Background: an optimization exercise with open tools, aiming at small area. Do not read the settings as production practice. At most, simulation tests tie the RTL to the original design; equivalence was not proved. Power is estimated from default activity; no workload was simulated.

==> try-indigo <==
==> flow/design.v (excerpt) <==
module regmap #(
    parameter ADDR_W = 32,
    parameter DATA_W = 32,
    parameter STRB_W = DATA_W / 8
)(
    input clk,
    input rst,
    output [31:0] csr_sampl_num_val_out,
    output [15:0] csr_area0_start_val_out,
    output [15:0] csr_area1_start_val_out,
    output [15:0] csr_area2_start_val_out,
    output [15:0] csr_area0_end_val_out,
    output [15:0] csr_area1_end_val_out,
    output [15:0] csr_area2_end_val_out,
    output  csr_buf_ctrl_spec_req_out,
    output  csr_buf_ctrl_area_req_out,
    output [7:0] csr_acc_start_val_out,
    output [7:0] csr_acc_stop_val_out,
    output [15:0] csr_adc_th_val_out,
    output [2:0] csr_adc_filter_window_size_out,
    output  csr_adc_filter_bypass_out,
    output [3:0] csr_bline_ctrl_averagings_out,
    output  csr_bline_ctrl_auto_baseline_out,
    output [15:0] csr_bline_manual_val_out,
    output [15:0] csr_bline_acc_val_out,
    output [5:0] csr_bline_trend_delay_val_out,
    input csr_bline_actual_val_en,
    input [14:0] csr_bline_actual_val_in,
    output  csr_gate_ctrl_hysteresis_en_out,
  ...
clock: 5.0 ns
lec_check: 0
cap_margin: 20
core_margin: 2
core_utilization: 40
slew_margin: 20
run.sh (not shown) runs the stock make flow with config.mk's settings and CLKGATE_MAP_FILE= SYNTH_SCRIPT=/design/flow/synth_recipe.tcl, a recipe that flattens the netlist after the stock synthesis.
==> try-cedar: changes against try-indigo <==
==> flow/flow/run.sh (new file) <==
#!/bin/bash
# Standard ORFS layout, with two changes:
#  - port buffers are sky130_fd_sc_hd__buf_1 instead of the default buffer_ports choice;
#  - CTS does not insert dummy loads.
set -euo pipefail
export BUFFER_PORTS_ARGS="-buffer_cell sky130_fd_sc_hd__buf_1"
export CTS_ARGS="-sink_clustering_enable -repair_clock_nets -dont_use_dummy_load"
bash standard.sh > standard_flow.log 2>&1
==> flow/standard.sh (new file) <==
#!/bin/bash
# synth_recipe.tcl (not shown) runs the flow's synth.tcl, then flattens the netlist and writes it again
# the make line also repeats each setting of config.mk as NAME=value (left out here)
make -C /OpenROAD-flow-scripts/flow DESIGN_CONFIG=/design/flow/config.mk WORK_HOME=/design/flow/orfs CLKGATE_MAP_FILE= SYNTH_SCRIPT=/design/flow/synth_recipe.tcl "${@:-finish}"
removed: flow/run.sh
==> summary of the runs <==
Clock skew: try-indigo is lower than try-cedar (0.025 ns).
try-cedar ran to the end with no violations. try-indigo ran to the end with no violations.
Combinational power: try-indigo is larger than try-cedar (41%).
In try-indigo the register-to-register slack is better than in try-cedar, by 0.13 ns.
Between try-indigo and try-cedar, the lower first-iteration DRC count is in try-cedar (gap 17%, measured against try-cedar).
In synthesized cell count, try-cedar and try-indigo do not differ.
Fmax: try-indigo is higher than try-cedar (about 3.3%).
In area after synthesis, try-indigo and try-cedar do not differ.
Sequential cell count is the same in try-cedar and try-indigo.
Between try-cedar and try-indigo, the lower routed wire length is in try-cedar (gap 2.8%, measured against try-indigo).
In die area, try-cedar and try-indigo do not differ.
==> figures <==
| metric | try-indigo | try-cedar |
|---|---|---|
| Status | complete, no violations | complete, no violations |
| Antenna violations before repair | 5 | 2 |
| Sw power | 1880 uW | 1730 uW |
| Number of vias per cell after detailed routing | 5.90 | 5.93 |
| Cell type of the slowest stage on the worst timing path | sky130_fd_sc_hd__or4b_2 | sky130_fd_sc_hd__and4_1 |
| Met1 track demand over resource in global routing | 0.450 | 0.441 |
| Measured slew at the worst slew-check pin | 1.04 ns | 1.12 ns |
| Levels on crit path | 8 | 7 |
| Launch point of the worst hold path | count_val_1_val_q[4] | count_val_1_val_q_v |
| Post-route core utilization | 0.585 | 0.496 |
| Clock latency on the worst-skew pair | 0.60 ns | 0.59 ns |
| Largest net degree at the start of global routing | 120 | 141 |
| Endpoint arrival time on the critical path | 4.29 ns | 4.41 ns |
| Fin area | 26600 um2 | 22500 um2 |
| WL/cell | 28.1 um | 27.8 um |
| Power Internal | 6220 uW | 5670 uW |
| Slew Limit Headroom | 0.306 | 0.251 |
| Termination of the worst setup path | rdata_q[2] | rdata_q[6] |
| Final HPWL DP | 63300 um | 61100 um |
| Vias in the first global route | 17300 | 17100 |
| Portion of total power attributed to combinational logic | 0.068 | 0.052 |
| Met3 Use GR | 0.0722 | 0.0624 |
Function was not checked in any run of this note: the RTL went through the layout flow alone.

========
==> harbor <==
Another version of the RTL of regmap (not shown whole).
export LEC_CHECK = 0
export CAP_MARGIN = 10
export CORE_MARGIN = 2
export CORE_UTILIZATION = 60
export GPL_TIMING_DRIVEN = 0
export SLEW_MARGIN = 10
create_clock -name core_clock -period 5.0 [get_ports {clk}]
standard.sh (not shown) runs the stock make flow with config.mk's settings and CLKGATE_MAP_FILE= SYNTH_SCRIPT=/design/flow/synth_recipe.tcl, a recipe that flattens the netlist after the stock synthesis.
==> flow/flow/run.sh <==
#!/bin/bash
# Layout flow: the standard ORFS flow (standard.sh) with these changes:
#  - after the standard synthesis, the combinational logic between the (unchanged)
#    flip-flops is re-mapped by ABC for area; the result must be proven equivalent
#    to the standard netlist, else the standard netlist is kept;
#  - synthesis buffers are removed before global placement (as the timing-driven mode does);
#  - port buffers are sky130_fd_sc_hd__buf_1 instead of the default buffer_ports choice;
#  - CTS uses clkbuf_8 with its own sink clustering, and no dummy loads.
set -euo pipefail
W=$PWD
F=$W/flow
export PRE_GLOBAL_PLACE_TCL="$F/pre_gpl.tcl"
export BUFFER_PORTS_ARGS="-buffer_cell sky130_fd_sc_hd__buf_1"
export CTS_ARGS="-sink_clustering_enable -repair_clock_nets -dont_use_dummy_load -buf_list sky130_fd_sc_hd__clkbuf_8 -sink_clustering_size 15 -sink_clustering_max_diameter 50"

bash standard.sh synth > standard_synth.log 2>&1

R=$W/orfs/results/${FLOW_PLATFORM}/regmap/base
LIB=$(ls $FLOW_HOME/platforms/${FLOW_PLATFORM}/lib/sky130_fd_sc_hd__tt_025C_1v80.lib)
mkdir -p $W/resynth
cp $R/1_2_yosys.v $W/resynth/standard.v
yosys -q -p "read_liberty -ignore_miss_func $LIB; write_verilog -noattr $W/resynth/allcells.v" > yosys_cells.log 2>&1
python3 $F/combcells.py $W/resynth/allcells.v $W/resynth/combcells.v
DONT_USE=$(grep -o -- "-dont_use [A-Za-z0-9_]*" $W/orfs/logs/${FLOW_PLATFORM}/regmap/base/1_2_yosys.log | sort -u | tr '\n' ' ')
export LIB_FILE=$LIB DESIGN_NAME=$FLOW_TOP RS_IN=$W/resynth/standard.v RS_OUT=$W/resynth/area.v \
       RS_COMB=$W/resynth/combcells.v RS_CELLS=$W/resynth/allcells.v RS_ABC=$F/area.abc RS_DONT_USE="$DONT_USE"
if yosys -c $F/resynth.tcl > yosys_resynth.log 2>&1 && yosys -c $F/equiv.tcl > yosys_equiv.log 2>&1; then
  cp $W/resynth/area.v $R/1_2_yosys.v
  echo "re-mapped netlist used" > resynth_result.log
else
  echo "re-mapping failed or not proven: standard netlist kept" > resynth_result.log
fi
rm -f $R/1_synth.odb $R/1_synth.sdc
bash standard.sh > standard_flow.log 2>&1
==> flow/flow/area.abc <==
strash
&get -n
&deepsyn -T 30
&dch -f
&nf -R 1000
&put
topo
==> flow/flow/combcells.py <==
#!/usr/bin/env python3
"""Keep only the combinational cell models of a Yosys-written liberty model file."""
import re, sys
s = open(sys.argv[1]).read()
out = []
for body in re.findall(r'module\s+\S+\s*\(.*?endmodule', s, re.S):
    if re.search(r'\breg\b|always|\$_DFF|\$_DLATCH|\$_SR', body) or 'assign' not in body:
        continue
    out.append(body)
open(sys.argv[2], 'w').write("\n".join(out) + "\n")
==> flow/flow/equiv.tcl <==
# Prove the re-mapped netlist equivalent to the standard one (registers paired by name).
yosys -import
read_verilog $::env(RS_CELLS)
read_verilog $::env(RS_IN); yosys rename $::env(DESIGN_NAME) gold
read_verilog $::env(RS_OUT); yosys rename $::env(DESIGN_NAME) gate
hierarchy -check
yosys rename -hide gold/w:_* gold/c:_* gate/w:_* gate/c:_*
flatten gold gate
yosys proc; yosys opt_clean
equiv_make gold gate equiv
hierarchy -top equiv
equiv_simple
equiv_induct
equiv_status -assert
==> flow/flow/resynth.tcl <==
# Re-map the combinational logic of the standard synthesis netlist for area.
yosys -import
# The flip-flop cells (and so the registers, their names and cell types) are kept
# as they are: they stay black boxes while ABC re-maps the logic between them.
read_liberty -lib $::env(LIB_FILE)
read_verilog $::env(RS_IN)
hierarchy -top $::env(DESIGN_NAME)
techmap -map $::env(RS_COMB)
techmap
opt -fast -purge
abc -script $::env(RS_ABC) -liberty $::env(LIB_FILE) {*}$::env(RS_DONT_USE)
opt_clean -purge
hilomap -singleton -hicell sky130_fd_sc_hd__conb_1 HI -locell sky130_fd_sc_hd__conb_1 LO
insbuf -buf sky130_fd_sc_hd__buf_4 A X
splitnets
opt_clean -purge
write_verilog -noattr -noexpr -nohex -nodec $::env(RS_OUT)
Other scripts of this flow, unchanged in this note and not shown: flow/flow/pre_gpl.tcl
==> garnet (differences from harbor) <==
==> flow/flow/run.sh (replaced) <==
#!/bin/bash
# Standard ORFS layout (bash standard.sh), with these changes:
#  - synthesis buffers are removed before global placement (as the timing-driven mode does);
#  - port buffers are sky130_fd_sc_hd__buf_1 instead of the default buffer_ports choice;
#  - CTS uses its own buffer list and sink clustering, and no dummy loads.
set -euo pipefail
export PRE_GLOBAL_PLACE_TCL="$PWD/flow/pre_gpl.tcl"
export BUFFER_PORTS_ARGS="-buffer_cell sky130_fd_sc_hd__buf_1"
export CTS_ARGS="-sink_clustering_enable -repair_clock_nets -dont_use_dummy_load -buf_list sky130_fd_sc_hd__clkbuf_8 -sink_clustering_size 15 -sink_clustering_max_diameter 50"
bash standard.sh > standard_flow.log 2>&1
Settings changed: CAP_MARGIN 10 to 20, SLEW_MARGIN 10 to 20.
removed: flow/flow/area.abc
removed: flow/flow/combcells.py
removed: flow/flow/equiv.tcl
removed: flow/flow/resynth.tcl
==> summary of the runs <==
Of harbor and garnet, garnet has the higher first-iteration DRC count (gap 9.8%, measured against garnet). In garnet the clock skew is higher than in harbor, by 0.0097 ns. Against garnet, the final area of harbor is smaller by 4.2%. Sequential cell count is the same in garnet and harbor. Maximum frequency: harbor is higher than garnet (about 4%). Of harbor and garnet, garnet has the higher combinational power (gap about 24%, measured against garnet). Against garnet, the synthesized area of harbor is smaller by 7.6%. Between garnet and harbor, the lower count of clock-buffer cells in the layout is in harbor (gap 1). Against garnet, the cell count of harbor is lower by 5.1%. Utilization: garnet is lower than harbor (2.0 points). Between harbor and garnet, the lower global-route usage is in harbor (gap 0.38 points).
==> figures <==
item	garnet	harbor
Outcome	no timing/DRC/antenna violations	no timing/DRC/antenna violations
Reg2reg end	rdata_q[5]	rdata_q[1]
Largest stage delay on the critical path	1.19 ns	1.05 ns
CP Data Arrival Time	3.44 ns	3.26 ns
Hold-critical path depth	2	1
Post-Synthesis Cells	1,137	965
Clock buffers	41	40
Switching part of the total power	0.2878	0.2694
Vias per cell	6.802	6.664
HPWL Detailed	51.43 mm	47.54 mm
Clock network fraction of design power	0.240	0.250
Highest fanout seen on the critical path	48	17
Fraction of area in clock buffers and inverters	0.02658	0.02707
Final-layout worst hold slack	0.4961 ns	0.4700 ns
Final estimated routing congestion in global placement	0.9963	0.9847
Synthesized area divided by synthesized cell count	15.90 um^2	17.30 um^2
Invs w/o clock	11	7
Die Width	177.6 um	170.8 um
Number of inserted diodes	4	11
Worst-case register-to-register setup slack	0.63 ns	1.08 ns
Worst-case headroom to the max-slew limit	0.1667	0.1590
GRT met1 Usage	0.5802	0.5578
Vias	14,200	13,200

==> re-timing with driven ports <==
How much do the figures lean on ideal ports? The routed layouts below were timed once more, with nothing changed but the port constraints. Step 1: set_driving_cell puts a clkbuf_16 on clk and a buf_2 on each other input, an assumption about the parent block. Step 2 times the ports against the registers' clock, not the clock port: input delays grow and output delays shrink by t, the midpoint of the rising clock arrivals with the driver on. a / b / c = no drivers / after step 1 / after step 2; a / b = the first two.
run	t, ns	setup slack, ns	worst slew at a driven data input, ns	pins driven straight from the clock port
try-indigo	0.646	1.037 / 1.037 / 0.516	0.16	1
try-cedar	0.633	0.906 / 0.906 / 0.895	0.11	1
harbor	0.619	0.742 / 0.691 / 0.952	0.18	1
garnet	0.603	0.563 / 0.514 / 0.629	0.11	1
After both steps setup and hold are still met in every run listed. The setup slack of try-indigo, which loses most, moves by 0.000 ns with the drivers and by -0.521 ns with both steps.
